Background: an optimization exercise with open tools, aiming at small area and a short achievable clock period. Do not read the settings as production practice. Only simulation tests tie the RTL to the original design; equivalence was not proved.

[flow/config.mk]
export PLATFORM = sky130hd
export DESIGN_NAME = Cordic_Sin_Cos
export DESIGN_NICKNAME = Cordic_Sin_Cos
export VERILOG_FILES = /design/flow/design.v
export SDC_FILE = /design/flow/constraint.sdc
export NUM_CORES = 4
export LEC_CHECK = 0
export CAP_MARGIN = 20
export CORE_MARGIN = 2
export CORE_UTILIZATION = 40
export PLACE_DENSITY = 0.6
export SLEW_MARGIN = 20
[flow/constraint.sdc]
create_clock -name core_clock -period 5.0 [get_ports {clk}]
set_input_delay 1.0000 -clock core_clock [delete_from_list [all_inputs] [get_ports {clk}]]
set_output_delay 1.0000 -clock core_clock [all_outputs]
set_load 0.01 [all_outputs]
[flow/design.v]
`timescale 1ns / 1ps
module  Cordic_Pre
(
	input				Clk,
	input				reset,
	input  [19:0]	Phase_in,
	output [19:0]	Phase_pre,
	output [4:0]	Quadrant_flag
);
parameter	PI_2 	 = 20'd131071; 
parameter	PI		 = 20'd262143; 
parameter	PI_3_2 = 20'd393215; 
parameter	PI_2b	 = 20'd524287; 
reg [19:0]	Phase_pre_r;
reg [19:0]	Phase_pre_r0;
reg [1:0]	Quadrant_flag_r;
reg [2:0]	Special_Point;
always@( posedge Clk or posedge reset )
begin
	if( reset )
		Phase_pre_r0 <= 20'd0;
	else if(Phase_in == 20'h80000)
		Phase_pre_r0 <= 20'd0;
	else if(Phase_in[19] == 1'd1)
		Phase_pre_r0 <= Phase_in + PI_2b;
	else
		Phase_pre_r0 <= Phase_in;
end
always@( posedge Clk or posedge reset )
begin
	if( reset )
		begin
			Quadrant_flag_r <= 2'b00;
			Phase_pre_r <= 18'd0;
		end
	else if( Phase_pre_r0 <= PI_2 ) 
		begin
			Quadrant_flag_r <= 2'b00;
			Phase_pre_r <= Phase_pre_r0;
		end
	else if( Phase_pre_r0 <= PI ) 
		begin
			Quadrant_flag_r <= 2'b01;
			Phase_pre_r <= PI - Phase_pre_r0;
		end
	else if( Phase_pre_r0 <= PI_3_2 ) 
		begin
			Quadrant_flag_r <= 2'b11;
			Phase_pre_r <= Phase_pre_r0 - PI;
		end
	else 
		begin
			Quadrant_flag_r <= 2'b10;
			Phase_pre_r <= PI_2b - Phase_pre_r0;
		end
end
always@( posedge Clk or posedge reset )
begin
	if( reset )
		Special_Point <= 3'b000;
	else if( Phase_pre_r0 == 0 ) 
		Special_Point <= 3'b001;
	else if( Phase_pre_r0 == PI_2 ) 
		Special_Point <= 3'b010;
	else if( Phase_pre_r0 == PI ) 
		Special_Point <= 3'b011;
	else if( Phase_pre_r0 == PI_3_2 ) 
		Special_Point <= 3'b100;
	else 
		Special_Point <= 3'b000;
end
assign Phase_pre = Phase_pre_r;
assign Quadrant_flag = {Special_Point,Quadrant_flag_r};
endmodule
`timescale 1ns / 1ps
module  Cordic_Post
(
	input			Clk,
	input			reset,
	input  [19:0]	ret_x,
	input  [19:0]	ret_y,
	input  [4:0]	Quadrant,
	output [19:0]	Sin,
	output [19:0]	Cos
);
reg  [19:0]	sin_r;
reg  [19:0]	cos_r;
always@(posedge Clk or posedge reset)
begin
	if(reset)
		begin
			sin_r <= 20'd0;
			cos_r <= 20'd0;
		end
	else
		case(Quadrant)
			5'b00000: 
				begin
					sin_r <= ret_y;
					cos_r <= ret_x;
				end
			5'b00001: 
				begin
					sin_r <= ret_y;
					cos_r <= 0 - ret_x;
				end
			5'b00010: 
				begin
					sin_r <= 0 - ret_y;
					cos_r <= ret_x;
				end
			5'b00011: 
				begin
					sin_r <= 0 - ret_y;
					cos_r <= 0 - ret_x;
				end
			5'b00100,5'b00101,5'b00110,5'b00111: 
				begin
					sin_r <= 20'd0;
					cos_r <= 20'd32767;
				end
			5'b01000,5'b01001,5'b01010,5'b01011: 
				begin
					sin_r <= 20'd32767;
					cos_r <= 20'd0;
				end
			5'b01100,5'b01101,5'b01110,5'b01111: 
				begin
					sin_r <= 20'd0;
					cos_r <= 20'd1015809;
				end
			5'b10000,5'b10001,5'b10010,5'b10011: 
				begin
					sin_r <= 20'd1015809;
					cos_r <= 20'd0;
				end
			default:;
		endcase
end
assign  Sin = sin_r;
assign  Cos = cos_r;
endmodule
`timescale 1ns / 1ps
module Cordic_Sin_Cos
(
	input				clk,
	input				reset,
	input  [19:0] 	Phase_in,
	output [15:0] 	Sin,
	output [15:0] 	Cos
);
parameter  rot1	= 19'd65536;	 
parameter  rot2	= 19'd38688;	 
parameter  rot3	= 19'd20442;	 
parameter  rot4	= 19'd10377;	 
parameter  rot5	= 19'd5208;		 
parameter  rot6	= 19'd2607;		 
parameter  rot7	= 19'd1304;		 
parameter  rot8	= 19'd652;		 
parameter  rot9	= 19'd326;		 
parameter  rot10	= 19'd163;		 
parameter  rot11	= 19'd81;		 
parameter  rot12	= 19'd41;		 
parameter  rot13	= 19'd20;		 
parameter  rot14	= 19'd10;		 
parameter  rot15	= 19'd5;			 
parameter  rot16	= 19'd3;			 
parameter  rot17	= 19'd1;			 
parameter  X_START = 24'd2546925; 
reg  [24:0]		x0,y0;
reg  [24:0]		x1,y1;
reg  [24:0]		x2,y2;
reg  [24:0]		x3,y3;
reg  [24:0]		x4,y4;
reg  [24:0]		x5,y5;
reg  [24:0]		x6,y6;
reg  [24:0]		x7,y7;
reg  [24:0]		x8,y8;
reg  [24:0]		x9,y9;
reg  [24:0]		x10,y10;
reg  [24:0]		x11,y11;
reg  [24:0]		x12,y12;
reg  [24:0]		x13,y13;
reg  [24:0]		x14,y14;
reg  [24:0]		x15,y15;
reg  [24:0]		x16,y16;
reg  [24:0]		x17,y17;
reg  [19:0]		z0;
reg  [19:0]		z1;
reg  [19:0]		z2;
reg  [19:0]		z3;
reg  [19:0]		z4;
reg  [19:0]		z5;
reg  [19:0]		z6;
reg  [19:0]		z7;
reg  [19:0]		z8;
reg  [19:0]		z9;
reg  [19:0]		z10;
reg  [19:0]		z11;
reg  [19:0]		z12;
reg  [19:0]		z13;
reg  [19:0]		z14;
reg  [19:0]		z15;
reg  [19:0]		z16;
reg  [19:0]		z17;
reg  [4:0]		Quadrant_r[17:0];
reg  [19:0]		ret_x;
reg  [19:0]		ret_y;
reg  [4:0]		Quadrant;
wire [19:0]		Phase_pre;
wire [4:0]		Quadrant_flag;
wire [19:0]		Sin_w;
wire [19:0]		Cos_w;
Cordic_Pre  Cordic_Pre_Iint 
(
	.Clk				( clk ),
	.reset			( reset ),
	.Phase_in		( Phase_in ),
	.Phase_pre		( Phase_pre ),
	.Quadrant_flag	( Quadrant_flag )
);
always@(posedge clk or posedge reset)
begin
	if(reset)
		begin
			x0 <= 25'd0;
			y0 <= 25'd0;
			z0 <= 20'd0;
		end
	else 
		begin
			x0 <= {1'd0,X_START};
			y0 <= 25'd0;
			z0 <= Phase_pre;
		end
end
always@(posedge clk or posedge reset)
begin
	if(reset)
		begin
			x1 <= 25'd0;
			y1 <= 25'd0;
			z1 <= 20'd0;
		end
	else if(z0[19] == 0)
		begin
			x1 <= x0 - y0;
			y1 <= y0 + x0;
			z1 <= z0 - rot1;
		end
	else
		begin
			x1 <= x0 + y0;
			y1 <= y0 - x0;
			z1 <= z0 + rot1;
		end
end
always@(posedge clk or posedge reset)
begin
	if(reset)
		begin
			x2 <= 25'd0;
			y2 <= 25'd0;
			z2 <= 20'd0;
		end
	else if(z1[19] == 0)
		begin
			x2 <= x1 - {{1{y1[24]}},y1[24:1]};
			y2 <= y1 + {{1{x1[24]}},x1[24:1]};
			z2 <= z1 - rot2;
		end
	else
		begin
			x2 <= x1 + {{1{y1[24]}},y1[24:1]};
			y2 <= y1 - {{1{x1[24]}},x1[24:1]};
			z2 <= z1 + rot2;
		end
end
always@(posedge clk or posedge reset)
begin
	if(reset)
		begin
			x3 <= 25'd0;
			y3 <= 25'd0;
			z3 <= 20'd0;
		end
	else if(z2[19] == 0)
		begin
			x3 <= x2 - {{2{y2[24]}},y2[24:2]};
			y3 <= y2 + {{2{x2[24]}},x2[24:2]};
			z3 <= z2 - rot3;
		end
	else
		begin
			x3 <= x2 + {{2{y2[24]}},y2[24:2]};
			y3 <= y2 - {{2{x2[24]}},x2[24:2]};
			z3 <= z2 + rot3;
		end
end
always@(posedge clk or posedge reset)
begin
	if(reset)
		begin
			x4 <= 25'd0;
			y4 <= 25'd0;
			z4 <= 20'd0;
		end
	else if(z3[19] == 0)
		begin
			x4 <= x3 - {{3{y3[24]}},y3[24:3]};
			y4 <= y3 + {{3{x3[24]}},x3[24:3]};
			z4 <= z3 - rot4;
		end
	else
		begin
			x4 <= x3 + {{3{y3[24]}},y3[24:3]};
			y4 <= y3 - {{3{x3[24]}},x3[24:3]};
			z4 <= z3 + rot4;
		end
end
always@(posedge clk or posedge reset)
begin
	if(reset)
		begin
			x5 <= 25'd0;
			y5 <= 25'd0;
			z5 <= 20'd0;
		end
	else if(z4[19] == 0)
		begin
			x5 <= x4 - {{4{y4[24]}},y4[24:4]};
			y5 <= y4 + {{4{x4[24]}},x4[24:4]};
			z5 <= z4 - rot5;
		end
	else 
		begin
			x5 <= x4 + {{4{y4[24]}},y4[24:4]};
			y5 <= y4 - {{4{x4[24]}},x4[24:4]};
			z5 <= z4 + rot5;
		end
end
always@(posedge clk or posedge reset)
begin
	if(reset)
		begin
			x6 <= 25'd0;
			y6 <= 25'd0;
			z6 <= 20'd0;
		end
	else if(z5[19] == 0)
		begin
			x6 <= x5 - {{5{y5[24]}},y5[24:5]};
			y6 <= y5 + {{5{x5[24]}},x5[24:5]};
			z6 <= z5 - rot6;
		end
	else
		begin
			x6 <= x5 + {{5{y5[24]}},y5[24:5]};
			y6 <= y5 - {{5{x5[24]}},x5[24:5]};
			z6 <= z5 + rot6;
		end
end
always@(posedge clk or posedge reset)
begin
	if(reset)
		begin
			x7 <= 25'd0;
			y7 <= 25'd0;
			z7 <= 20'd0;
		end
	else if(z6[19] == 0)
		begin
			x7 <= x6 - {{6{y6[24]}},y6[24:6]};
			y7 <= y6 + {{6{x6[24]}},x6[24:6]};
			z7 <= z6 - rot7;
		end
	else  
		begin
			x7 <= x6 + {{6{y6[24]}},y6[24:6]};
			y7 <= y6 - {{6{x6[24]}},x6[24:6]};
			z7 <= z6 + rot7;
		end
end
always@(posedge clk or posedge reset)
begin
	if(reset)
		begin
			x8 <= 25'd0;
			y8 <= 25'd0;
			z8 <= 20'd0;
		end
	else if(z7[19] == 0)
		begin
			x8 <= x7 - {{7{y7[24]}},y7[24:7]};
			y8 <= y7 + {{7{x7[24]}},x7[24:7]};
			z8 <= z7 - rot8;
		end
	else 
		begin
			x8 <= x7 + {{7{y7[24]}},y7[24:7]};
			y8 <= y7 - {{7{x7[24]}},x7[24:7]};
			z8 <= z7 + rot8;
		end
end
always@(posedge clk or posedge reset)
begin
	if(reset)
		begin
			x9 <= 25'd0;
			y9 <= 25'd0;
			z9 <= 20'd0;
		end
	else if(z8[19] == 0)
		begin
			x9 <= x8 - {{8{y8[24]}},y8[24:8]};
			y9 <= y8 + {{8{x8[24]}},x8[24:8]};
			z9 <= z8 - rot9;
		end
	else  
		begin
			x9 <= x8 + {{8{y8[24]}},y8[24:8]};
			y9 <= y8 - {{8{x8[24]}},x8[24:8]};
			z9 <= z8 + rot9;
		end
end
always@(posedge clk or posedge reset)
begin
	if(reset)
		begin
			x10 <= 25'd0;
			y10 <= 25'd0;
			z10 <= 20'd0;
		end
	else if(z9[19] == 0)
		begin
			x10 <= x9 - {{9{y9[24]}},y9[24:9]};
			y10 <= y9 + {{9{x9[24]}},x9[24:9]};
			z10 <= z9 - rot10;
		end
	else 
		begin
			x10 <= x9 + {{9{y9[24]}},y9[24:9]};
			y10 <= y9 - {{9{x9[24]}},x9[24:9]};
			z10 <= z9 + rot10;
		end
end
always@(posedge clk or posedge reset)
begin
	if(reset)
		begin
			x11 <= 25'd0;
			y11 <= 25'd0;
			z11 <= 20'd0;
		end
	else if(z10[19] == 0)
		begin
			x11 <= x10 - {{10{y10[24]}},y10[24:10]};
			y11 <= y10 + {{10{x10[24]}},x10[24:10]};
			z11 <= z10 - rot11;
		end
	else 
		begin
			x11 <= x10 + {{10{y10[24]}},y10[24:10]};
			y11 <= y10 - {{10{x10[24]}},x10[24:10]};
			z11 <= z10 + rot11;
		end
end
always@(posedge clk or posedge reset)
begin
	if(reset)
		begin
			x12 <= 25'd0;
			y12 <= 25'd0;
			z12 <= 20'd0;
		end
	else if(z11[19] == 0)
		begin
			x12 <= x11 - {{11{y11[24]}},y11[24:11]};
			y12 <= y11 + {{11{x11[24]}},x11[24:11]};
			z12 <= z11 - rot12;
		end
	else 
		begin
			x12 <= x11 + {{11{y11[24]}},y11[24:11]};
			y12 <= y11 - {{11{x11[24]}},x11[24:11]};
			z12 <= z11 + rot12;
		end
end
always@(posedge clk or posedge reset)
begin
	if(reset)
		begin
			x13 <= 25'd0;
			y13 <= 25'd0;
			z13 <= 20'd0;
		end
	else if(z12[19] == 0)
		begin
			x13 <= x12 - {{12{y12[24]}},y12[24:12]};
			y13 <= y12 + {{12{x12[24]}},x12[24:12]};
			z13 <= z12 - rot13;
		end
	else 
		begin
			x13 <= x12 + {{12{y12[24]}},y12[24:12]};
			y13 <= y12 - {{12{x12[24]}},x12[24:12]};
			z13 <= z12 + rot13;
		end
end
always@(posedge clk or posedge reset)
begin
	if(reset)
		begin
			x14 <= 25'd0;
			y14 <= 25'd0;
			z14 <= 20'd0;
		end
	else if(z13[19] == 0)
		begin
			x14 <= x13 - {{13{y13[24]}},y13[24:13]};
			y14 <= y13 + {{13{x13[24]}},x13[24:13]};
			z14 <= z13 - rot14;
		end
	else 
		begin
			x14 <= x13 + {{13{y13[24]}},y13[24:13]};
			y14 <= y13 - {{13{x13[24]}},x13[24:13]};
			z14 <= z13 + rot14;
		end
end
always@(posedge clk or posedge reset)
begin
	if(reset)
		begin
			x15 <= 25'd0;
			y15 <= 25'd0;
			z15 <= 20'd0;
		end
	else if(z14[19] == 0)
		begin
			x15 <= x14 - {{14{y14[24]}},y14[24:14]};
			y15 <= y14 + {{14{x14[24]}},x14[24:14]};
			z15 <= z14 - rot15;
		end
	else 
		begin
			x15 <= x14 + {{14{y14[24]}},y14[24:14]};
			y15 <= y14 - {{14{x14[24]}},x14[24:14]};
			z15 <= z14 + rot15;
		end
end
always@(posedge clk or posedge reset)
begin
	if(reset)
		begin
			x16 <= 25'd0;
			y16 <= 25'd0;
			z16 <= 20'd0;
		end
	else if(z15[19] == 0)
		begin
			x16 <= x15 - {{15{y15[24]}},y15[24:15]};
			y16 <= y15 + {{15{x15[24]}},x15[24:15]};
			z16 <= z15 - rot16;
		end
	else 
		begin
			x16 <= x15 + {{15{y15[24]}},y15[24:15]};
			y16 <= y15 - {{15{x15[24]}},x15[24:15]};
			z16 <= z15 + rot16;
		end
end
always@(posedge clk or posedge reset)
begin
	if(reset)
		begin
			x17 <= 25'd0;
			y17 <= 25'd0;
			z17 <= 20'd0;
		end
	else if(z16[19] == 0)
		begin
			x17 <= x16 - {{16{y16[24]}},y16[24:16]};
			y17 <= y16 + {{16{x16[24]}},x16[24:16]};
			z17 <= z16 - rot17;
		end
	else 
		begin
			x17 <= x16 + {{16{y16[24]}},y16[24:16]};
			y17 <= y16 - {{16{x16[24]}},x16[24:16]};
			z17 <= z16 + rot17;
		end
end
always@(posedge clk or posedge reset)
begin
	if(reset)
		begin
			Quadrant_r[0] <= 4'b0000;
			Quadrant_r[1] <= 4'b0000;
			Quadrant_r[2] <= 4'b0000;
			Quadrant_r[3] <= 4'b0000;
			Quadrant_r[4] <= 4'b0000;
			Quadrant_r[5] <= 4'b0000;
			Quadrant_r[6] <= 4'b0000;
			Quadrant_r[7] <= 4'b0000;
			Quadrant_r[8] <= 4'b0000;
			Quadrant_r[9] <= 4'b0000;
			Quadrant_r[10] <= 4'b0000;
			Quadrant_r[11] <= 4'b0000;
			Quadrant_r[12] <= 4'b0000;
			Quadrant_r[13] <= 4'b0000;
			Quadrant_r[14] <= 4'b0000;
			Quadrant_r[15] <= 4'b0000;
			Quadrant_r[16] <= 4'b0000;
			Quadrant_r[17] <= 4'b0000;
			Quadrant <= 4'b0000;
		end
	else
		begin
			Quadrant_r[0] <= Quadrant_flag;
			Quadrant_r[1] <= Quadrant_r[0];
			Quadrant_r[2] <= Quadrant_r[1];
			Quadrant_r[3] <= Quadrant_r[2];
			Quadrant_r[4] <= Quadrant_r[3];
			Quadrant_r[5] <= Quadrant_r[4];
			Quadrant_r[6] <= Quadrant_r[5];
			Quadrant_r[7] <= Quadrant_r[6];
			Quadrant_r[8] <= Quadrant_r[7];
			Quadrant_r[9] <= Quadrant_r[8];
			Quadrant_r[10] <= Quadrant_r[9];
			Quadrant_r[11] <= Quadrant_r[10];
			Quadrant_r[12] <= Quadrant_r[11];
			Quadrant_r[13] <= Quadrant_r[12];
			Quadrant_r[14] <= Quadrant_r[13];
			Quadrant_r[15] <= Quadrant_r[14];
			Quadrant_r[16] <= Quadrant_r[15];
			Quadrant_r[17] <= Quadrant_r[16];
			Quadrant <= Quadrant_r[17];
		end
end
always@(posedge clk or posedge reset)
begin
	if(reset)
		ret_x <= 20'd0;
	else if(x17[24]==0 && x17[6]==1)
		ret_x <= {{2{x17[24]}},x17[24:7]} + 20'd1;
	else if(x17[24]==0 && x17[6]==0)
		ret_x <= {{2{x17[24]}},x17[24:7]};
	else if(x17[24]==1 && x17[6]==1)
		ret_x <= {{2{x17[24]}},x17[24:7]} - 20'd1;
	else 
		ret_x <= {{2{x17[24]}},x17[24:7]};
end
always@(posedge clk or posedge reset)
begin
	if(reset)
		ret_y <= 20'd0;
	else if(y17[24]==0 && y17[6]==1)
		ret_y <= {{2{y17[24]}},y17[24:7]} + 20'd1;
	else if(y17[24]==0 && y17[6]==0)
		ret_y <= {{2{y17[24]}},y17[24:7]};
	else if(y17[24]==1 && y17[6]==1)
		ret_y <= {{2{y17[24]}},y17[24:7]} - 20'd1;
	else 
		ret_y <= {{2{y17[24]}},y17[24:7]};
end
Cordic_Post  Cordic_Post_Init
(
	.Clk			( clk ),
	.reset			( reset ),
	.ret_x			( ret_x ),
	.ret_y			( ret_y ),
	.Quadrant		( Quadrant ),
	.Sin			( Sin_w ),
	.Cos			( Cos_w )
);
assign Sin = {Sin_w[19],Sin_w[14:0]};
assign Cos = {Cos_w[19],Cos_w[14:0]};
endmodule
[flow/run.sh]
#!/bin/bash
# synth_recipe.tcl (not shown) runs the flow's synth.tcl, then flattens the netlist and writes it again
# the make line also repeats each setting of config.mk as NAME=value (left out here)
make -C /OpenROAD-flow-scripts/flow DESIGN_CONFIG=/design/flow/config.mk WORK_HOME=/design/flow/orfs CLKGATE_MAP_FILE= SYNTH_SCRIPT=/design/flow/synth_recipe.tcl finish
==> out/results.tsv <==
stage	metric	value	unit
clock_tree	Clock transition at path regs	0.06	ns
layout	post-route cell area	101200	µm²
die	initial core utilization	0.4020	
timing	Final period util	0.8963	
timing	Tmin final	4.481	ns
die	Core Box Area	227100	µm²
synthesis	syn_nets	10812	
route	total routed wirelength	227900	µm
synthesis	Yosys warnings	4	
timing	Slew @ Worst Pin	1.075	ns
setup_path	critical path data arrival time	5.23	ns
global_routing	grt total ovfl	0	
timing	setup TNS	0	ns
route	Remaining DRCs	0	
synthesis	#FFs+latches synth	1322	
setup_path	kind of critical path	flip-flop to flip-flop	
setup_path	R2R cell count	18	
clock_tree	CTS resizes	0	
clock_tree	H-tree levels	4	
timing	final hold vios	0	
route	wire per inst	17.57	µm
route	Final ANT Viol Nets	0	
min_path	WHS Path Cells	0	
clock_tree	Clock Path Buffers	3	
min_path	Hold Path Class	flip-flop to flip-flop	
layout	nets@finish	10954	
layout	share of cells above drive strength 1	0.04461	
timing	fmax	223.1	MHz
layout	Final Util	0.4455	
setup_path	CP required	5.75	ns
global_routing	first-pass GRT wire length	370000	µm
timing	RSZ-0062 raised after global routing	false	
clock_tree	setup bufs post-CTS	0	
global_routing	GRT Util Overall	0.1951	
flow_run	max-capacitance violation count	0	
clock_tree	Clock Latency Late Sink	0.84	ns
global_routing	number of antenna violations at the first check in global routing	4	
setup_path	Max FO, Critical Path	5	
synthesis	Post-synth EDFFs	0	
synthesis	Async SR Flop Fraction	1.000	
clock_tree	Hold-fix buffers, CTS	0	
setup_path	Crit. End Element	flip-flop	
route	via density per instance	5.431	
synthesis	top_reg_cell synth	dfrtp_1	
clock_tree	CTS Sinks	1322	
route	Via Count	70457	
clock_tree	CTS buffer count	149	
timing	slew margin rel.	0.2792	
route	initial drt markers	4164	
layout	FILL cells	21373	
timing	Slew Viols, Final	0	
placement	Final HPWL DP	181500	µm
global_routing	vias in the first global route	69665	
synthesis	syn avg cell area	9.419	µm²
layout	max reg flops	90	
outcome	run status	complete, no violations	
die	die area	232100	µm²
die	die width	481.7	µm
synthesis	synthesized cell area	91290	µm²
synthesis	register area share after synthesis	0.3624	
synthesis	post-synthesis cell type count	89	
setup_path	startpoint types	flip-flop	
layout	largest register by flop count	Quadrant_r	
placement	dpl ws	0.6719	ns
die	I/O pins	54	
route	first-pass iteration count of the detailed router	6	
timing	setup ws final	0.5185	ns
placement	RD Place Congestion	0.8986	
synthesis	cells after synthesis	9692	
placement	PortBufs	53	
clock_tree	root buf cell	clkbuf_16	
placement	placed cell area	95890	µm²
timing	Clock Skew	0.05472	ns
layout	area grow syn2layout	10.82	%
timing	Final setup violation count	0	
die	# rows	175	
clock_tree	CTS tree	done	
die	Die Ht	481.7	µm
global_routing	largest net degree at the start of global routing	141	
## worst max-delay path, stage by stage, from the launching register on
cell,delay [ns]
dfrtp_1,0.41
nor2_1,0.18
nor4b_1,0.37
nand2b_1,0.14
nor4_1,0.23
buf_4,0.18
nor2_1,0.04
xnor2_1,0.16
ha_1,0.34
a21oi_1,0.17
nor2b_1,0.07
o21ai_1,0.12
nand2b_1,0.08
a221oi_1,0.51
a311oi_1,0.25
and4_1,0.28
or3_1,0.38
a221oi_1,0.34
xnor2_1,0.16
## through the flow
step	std cells	hold WS, ns
after global placement	12691	0.3316
final	12972	0.3318
after detailed placement	12691	0.3347
after CTS	12960	0.3435
after floorplan	9692	0.3312
after global routing	12972	0.3457
## metal layers
metal	vias to the layer above	wire [µm]	GRT usage
met5	-	0	0
met1	33996	104500	0.2595
met2	1337	107800	0.3272
li1	34782	-	-
met4	0	6509	0.06306
met3	342	8967	0.02585
## cell families after synthesis
logic type | after synthesis | share of synthesized area
AOI/OAI and AO/OA | 2675 | 0.1834
adders and majority gates | 1098 | 0.1541
buffers and inverters | 619 | 0.02547
other | 1 | 0.00004108
DFF | 1322 | 0.3624
muxes | 110 | 0.01273
xor gates and xnor gates | 1362 | 0.1307
and+or+nand+nor | 2505 | 0.1312
## path summary, 6_finish.rpt
kind / from / to / slack (ns)
worst max-delay path: x12[14]$_DFF_PP0_ / y13[24]$_DFF_PP0_ / 0.52
worst min-delay path: Quadrant_r[16][1]$_DFF_PP0_ / Quadrant_r[17][1]$_DFF_PP0_ / 0.33
worst max register to register: x12[14]$_DFF_PP0_ / y13[24]$_DFF_PP0_ / 0.52
worst min register to register: Quadrant_r[16][1]$_DFF_PP0_ / Quadrant_r[17][1]$_DFF_PP0_ / 0.33
max in group asynchronous: reset / z11[19]$_DFF_PP0_ / 2.98
min in group asynchronous: reset / Cordic_Pre_Iint.Phase_pre_r0[5]$_DFF_PP0_ / 0.70
## layout by cell type (no fill, tap or decap), drive strengths merged, types with 27 or more instances in the layout
| cell type | Yosys | layout |
|---|---|---|
| nand2b | 126 | 126 |
| a211oi | 76 | 76 |
| o31ai | 31 | 31 |
| nor3 | 302 | 302 |
| nor2b | 139 | 139 |
| inv | 454 | 457 |
| ha | 1054 | 1054 |
| a31oi | 113 | 113 |
| mux2 | 49 | 49 |
| dfrtp | 1322 | 1322 |
| clkdlybuf4s50 | 0 | 53 |
| nand3 | 161 | 161 |
| nor2 | 853 | 853 |
| clkbuf | 135 | 210 |
| fa | 44 | 44 |
| clkinv | 4 | 40 |
| and2 | 39 | 39 |
| or2 | 28 | 28 |
| xnor2 | 883 | 883 |
| a21oi | 1001 | 1001 |
| or3 | 75 | 75 |
| a21o | 393 | 393 |
| nand2 | 475 | 475 |
| o41ai | 30 | 30 |
| o21bai | 97 | 97 |
| nor3b | 27 | 27 |
| o21ai | 464 | 464 |
| and3 | 82 | 82 |
| a21boi | 33 | 33 |
| o21a | 151 | 151 |
| xor2 | 479 | 479 |
| buf | 26 | 99 |
| mux2i | 61 | 61 |
| nor4 | 64 | 64 |
| nand4 | 59 | 59 |
## Yosys cell counts (all sizes together), types with 23 or more instances
cell    instances  share of area
dfrtp        1322           0.36
xor2          479          0.046
nor4           64         0.0044
o21ai         464          0.025
fa             44         0.0096
nand4          59         0.0040
o21bai         97         0.0080
nand2         475          0.020
clkbuf        135         0.0056
nand3         161         0.0088
o41ai          30         0.0029
a21oi        1001          0.055
nor2b         139         0.0095
a21o          393          0.032
a221oi         25         0.0026
o21a          151          0.012
or3            75         0.0053
or2            28         0.0019
nor3b          27         0.0022
a31o           26         0.0025
nor3          302          0.017
mux2i          61         0.0067
a211oi         76         0.0063
xnor2         883          0.085
o31ai          31         0.0025
a211o          23         0.0022
and3           82         0.0056
nand2b        126         0.0086
o211ai         24         0.0020
inv           454          0.019
nor2          853          0.035
and2           39         0.0027
buf            26         0.0011
mux2           49         0.0060
a21boi         33         0.0027
a31oi         113         0.0077
ha           1054           0.14
## area by class of cell
cell class,count,area [µm²],area share
repair buffers,152,1449,0.01432
well taps,3009,3765,0.03721
clock inverters,59,989.7,0.009783
multi-input cells,7751,55880,0.5524
diodes,11,27.53,0.0002721
flip-flops and latches,1322,33080,0.3270
clock buffers,210,4248,0.04199
inverters,458,1723,0.01703

[re-timing with driven ports]
The flow's constraints put no driver on any port. The routed layout listed below was extracted and timed again, unchanged, in two steps.
Step 1 (the two cells are an assumption about what drives the block):
set clk [get_ports {clk}]
set_driving_cell -lib_cell sky130_fd_sc_hd__clkbuf_16 $clk
set_driving_cell -lib_cell sky130_fd_sc_hd__buf_2 [delete_from_list [all_inputs] $clk]
Step 2 moves the port delays by t, midway between the first and last clock arrival at a register: inputs arrive t later, outputs are due t later. That takes back most of the time a late clock gives input paths.
a / b / c = no drivers / after step 1 / after step 2; a / b = the first two.
t (ns): 0.891
setup WS [ns]: 0.519 / 0.519 / 0.519
hold slack, ns: 0.332 / 0.332 / 0.332
slew at the worst register clock pin (ns): 0.07 / 0.07
After both steps setup and hold are still met in this run. For this run, drivers alone change the setup slack by 0.000 ns; drivers and shift together by 0.000 ns.
